What follows belongs to an exercise in optimizing a design on an open flow for small area, a short achievable clock period and few clock cycles; a production flow would make more cautious choices.
RTL that was checked went through simulation tests only; none was proved equivalent to the original.
Power and IR drop assume default switching activity.

run 1:
// GCD
module GCD(
	input clk,
	input rst,
	input start,
	input [7:0] A,
	input [7:0] B,
	output [7:0] gcd_result,
	output ready
);
For scale: about 2400 um2 of cells after synthesis.
clock: 4.0 ns
lec_check: 0
cap_margin: 20
core_margin: 2
core_utilization: 40
slew_margin: 20
standard.sh (not shown) runs the stock make flow with config.mk's settings and CLKGATE_MAP_FILE= SYNTH_SCRIPT=/design/flow/synth_recipe.tcl, a recipe that flattens the netlist after the stock synthesis.
==> flow/flow/run.sh <==
#!/bin/bash
set -euo pipefail
bash standard.sh 'BUFFER_PORTS_ARGS=-buffer_cell sky130_fd_sc_hd__buf_2' finish > standard_flow.log 2>&1
Per the final summary, run 1 finished and its layout is clean on timing, DRC and antenna.
Here is what was changed in the inputs of run 2 compared with run 1.
- SETUP_SLACK_MARGIN: unset -> 1.5
==> flow/run.sh (new file) <==
#!/bin/bash
# synth_recipe.tcl (not shown) runs the flow's synth.tcl, then flattens the netlist and writes it again
# the make line also repeats each setting of config.mk as NAME=value (left out here)
make -C /OpenROAD-flow-scripts/flow DESIGN_CONFIG=/design/flow/config.mk WORK_HOME=/design/flow/orfs CLKGATE_MAP_FILE= SYNTH_SCRIPT=/design/flow/synth_recipe.tcl finish
removed: flow/flow/run.sh
removed: flow/standard.sh
### Flow results
Run 2 ends up with a post-place instance area that is 170 um2 higher than in run 1.
Non-clock buffer count (run 2 over run 1): increase, about 150%
Run 2 gives more power than run 1 did.
For total wirelength of the detailed-routed design, dividing the value from run 1 by the value from run 2 gives 0.821.
Of run 1 and run 2, the higher global-route wire length before repair belongs to run 2.
Run comparison: run 1 end point of the critical path b_h[4]$_DFF_P_; run 2 end point of the critical path gcd_result[6]
Modified inputs, run 3 compared to run 2
- SETUP_SLACK_MARGIN: 1.5 -> 1.6
==> flow/flow/run.sh (new file) <==
#!/bin/bash
set -euo pipefail
bash standard.sh 'BUFFER_PORTS_ARGS=-buffer_cell sky130_fd_sc_hd__buf_2' finish > standard_flow.log 2>&1
==> flow/standard.sh (new file) <==
#!/bin/bash
# synth_recipe.tcl (not shown) runs the flow's synth.tcl, then flattens the netlist and writes it again
# the make line also repeats each setting of config.mk as NAME=value (left out here)
make -C /OpenROAD-flow-scripts/flow DESIGN_CONFIG=/design/flow/config.mk WORK_HOME=/design/flow/orfs CLKGATE_MAP_FILE= SYNTH_SCRIPT=/design/flow/synth_recipe.tcl "${@:-finish}"
removed: flow/run.sh
Findings:
Average routed wire per standard cell came out lower on run 3 than on run 2. Setup slack in run 3 is larger than in run 2. Run 2 was larger in final cell area than run 3. The first-pass detailed-route iteration total of run 3 is lower than that of run 2.
[inputs] run 4 vs run 3
- ABC_AREA newly set to 1
- SETUP_SLACK_MARGIN removed (was 1.6)
--- outcome ---
- The final layout from run 4, which completed every stage, passed the timing, design-rule and antenna checks at the end of the flow.
- Across both runs, measured slew at the worst slew-check pin was lower for run 4 than for run 3.
- The run showing the greater hold slack is run 3.
- Flip-flop and latch count came out exactly the same in run 4 and run 3.
- Simple logic cell fraction of the synthesized area is higher on run 4
- Summary: with run 3 as the reference, met3 wirelength from detailed routing in run 4 moved down by more than a quarter.
- Run comparison: run 3 first element of the critical path a_h[3]$_DFFE_PP_; run 4 first element of the critical path b_h[1]$_DFF_P_
- The area after synthesis of run 4 falls short of that of run 3 by about 1.1%.
- Looking at number of fillers in the final layout across run 4 and run 3, the one that comes out higher is run 4.
- Met1 track demand over resource: lower on run 4
- Run 4 — overall fraction of global-route tracks in use 0.69 points lower, run 3 as reference
- Clock buffer and inverter area fraction after layout, run 4 and run 3: larger value in run 4
- Looking at number of cells in the design after placement, run 4 sits 19% above run 3.
No functional check of the RTL was part of any run of this note.

---

## JK
GCD, a different RTL version from the one above (not shown whole).
Size in the first run: ~350 cells after synthesis, about 28 I/O pins, roughly 2100 µm² of cells after synthesis.
Settings: LEC_CHECK=0, ABC_AREA=1, CAP_MARGIN=20, CORE_MARGIN=2, CORE_UTILIZATION=55, CTS_BUF_LIST=sky130_fd_sc_hd__clkbuf_8, SETUP_SLACK_MARGIN=2.1, SLEW_MARGIN=20; clock period 4.0 ns.
==> flow/flow/run.sh <==
#!/bin/bash
set -euo pipefail
bash standard.sh 'BUFFER_PORTS_ARGS=-buffer_cell sky130_fd_sc_hd__buf_2' ADDER_MAP_FILE= \
  'SETUP_MOVE_SEQUENCE=sizeup,swap' SKIP_GATE_CLONING=1 SKIP_LAST_GASP=1 \
  finish > standard_flow.log 2>&1
Testbench counts of JK, summed over its fixed seeds: cycles 34,956.
diff inputs: JK => MS
# JK
export LEC_CHECK = 0
export ABC_AREA = 1
export CAP_MARGIN = 20
export CORE_MARGIN = 2
export CORE_UTILIZATION = 55
export CTS_BUF_LIST = sky130_fd_sc_hd__clkbuf_8
export SETUP_SLACK_MARGIN = 2.1
export SLEW_MARGIN = 20
create_clock -name core_clock -period 4.0 [get_ports {clk}]
# MS
export LEC_CHECK = 0
export ABC_AREA = 1
export CAP_MARGIN = 20
export CORE_MARGIN = 2
export CORE_UTILIZATION = 55
export CTS_BUF_LIST = sky130_fd_sc_hd__clkbuf_8
export SETUP_SLACK_MARGIN = 2.0
export SLEW_MARGIN = 20
create_clock -name core_clock -period 4.0 [get_ports {clk}]
[summary]
Taking JK as the reference point, the cell area of MS falls by about 7%.
Measured against each other, JK and MS differ in sequential share of layout area, the lower figure coming from JK.
Between JK and MS, the fraction of met1 tracks used by global routing is higher for MS.
Route | MS vs JK | wire shorter in MS
## Diff of input files: AL against MS
# MS
export LEC_CHECK = 0
export ABC_AREA = 1
export CAP_MARGIN = 20
export CORE_MARGIN = 2
export CORE_UTILIZATION = 55
export CTS_BUF_LIST = sky130_fd_sc_hd__clkbuf_8
export SETUP_SLACK_MARGIN = 2.0
export SLEW_MARGIN = 20
create_clock -name core_clock -period 4.0 [get_ports {clk}]
# AL
export LEC_CHECK = 0
export ABC_AREA = 1
export CAP_MARGIN = 20
export CORE_MARGIN = 2
export CORE_UTILIZATION = 55
export CTS_BUF_LIST = sky130_fd_sc_hd__clkbuf_8
export SETUP_SLACK_MARGIN = 1.9
export SLEW_MARGIN = 20
create_clock -name core_clock -period 4.0 [get_ports {clk}]
==> notes.md <==
AL — filler cell count in the final layout 14 higher, MS as reference. Going from MS to AL, clock transition at the registers of the reported paths saw little to no change; register-to-register setup slack saw a decrease. Relative to MS, the post-route total power measured on AL has decreased by a few percent. No stage failed in MS, and the final checks on the layout all came back clean. AL: flow completed, timing, DRC and antenna clean. Looking at MS and AL, the count of non-filler cells in the finished layout is a wash. Between MS and AL, fmax decreased.

[re-timing with driven ports]
How much do the figures lean on ideal ports? The routed layouts below were timed once more, with nothing changed but the port constraints. Step 1 sets driving cells, clkbuf_16 on the clock port and buf_2 on the other inputs (assumed; they add their load-dependent delay and slew). Step 2, shift: input delay + t, output delay - t, t = (earliest + latest rising clock arrival at the registers) / 2. This alone moves slack from input paths to output paths. a / b / c = ideal ports / drivers / drivers and shift; a / b = the first two.
run | t (ns) | setup slack, ns | worst setup path at the end | worst slew at a driven data input, ns
run 1 | 0.275 | 1.302 / 1.305 / 1.033 | input to register | 0.03
run 2 | 0.271 | 1.395 / 1.373 / 1.286 | input to register | 0.03
run 3 | 0.276 | 1.444 / 1.420 / 1.405 | input to register | 0.03
run 4 | 0.278 | 1.362 / 1.337 / 1.610 | input to register | 0.03
JK | 0.289 | 2.060 / 2.060 / 1.822 | input to register | 0.05
MS | 0.293 | 2.092 / 2.092 / 1.827 | input to register | 0.03
AL | 0.294 | 2.065 / 2.066 / 1.777 | input to register | 0.03
After both steps every run listed still meets setup and hold. The setup slack of AL, which loses most, moves by +0.001 ns with the drivers and by -0.288 ns with both steps.
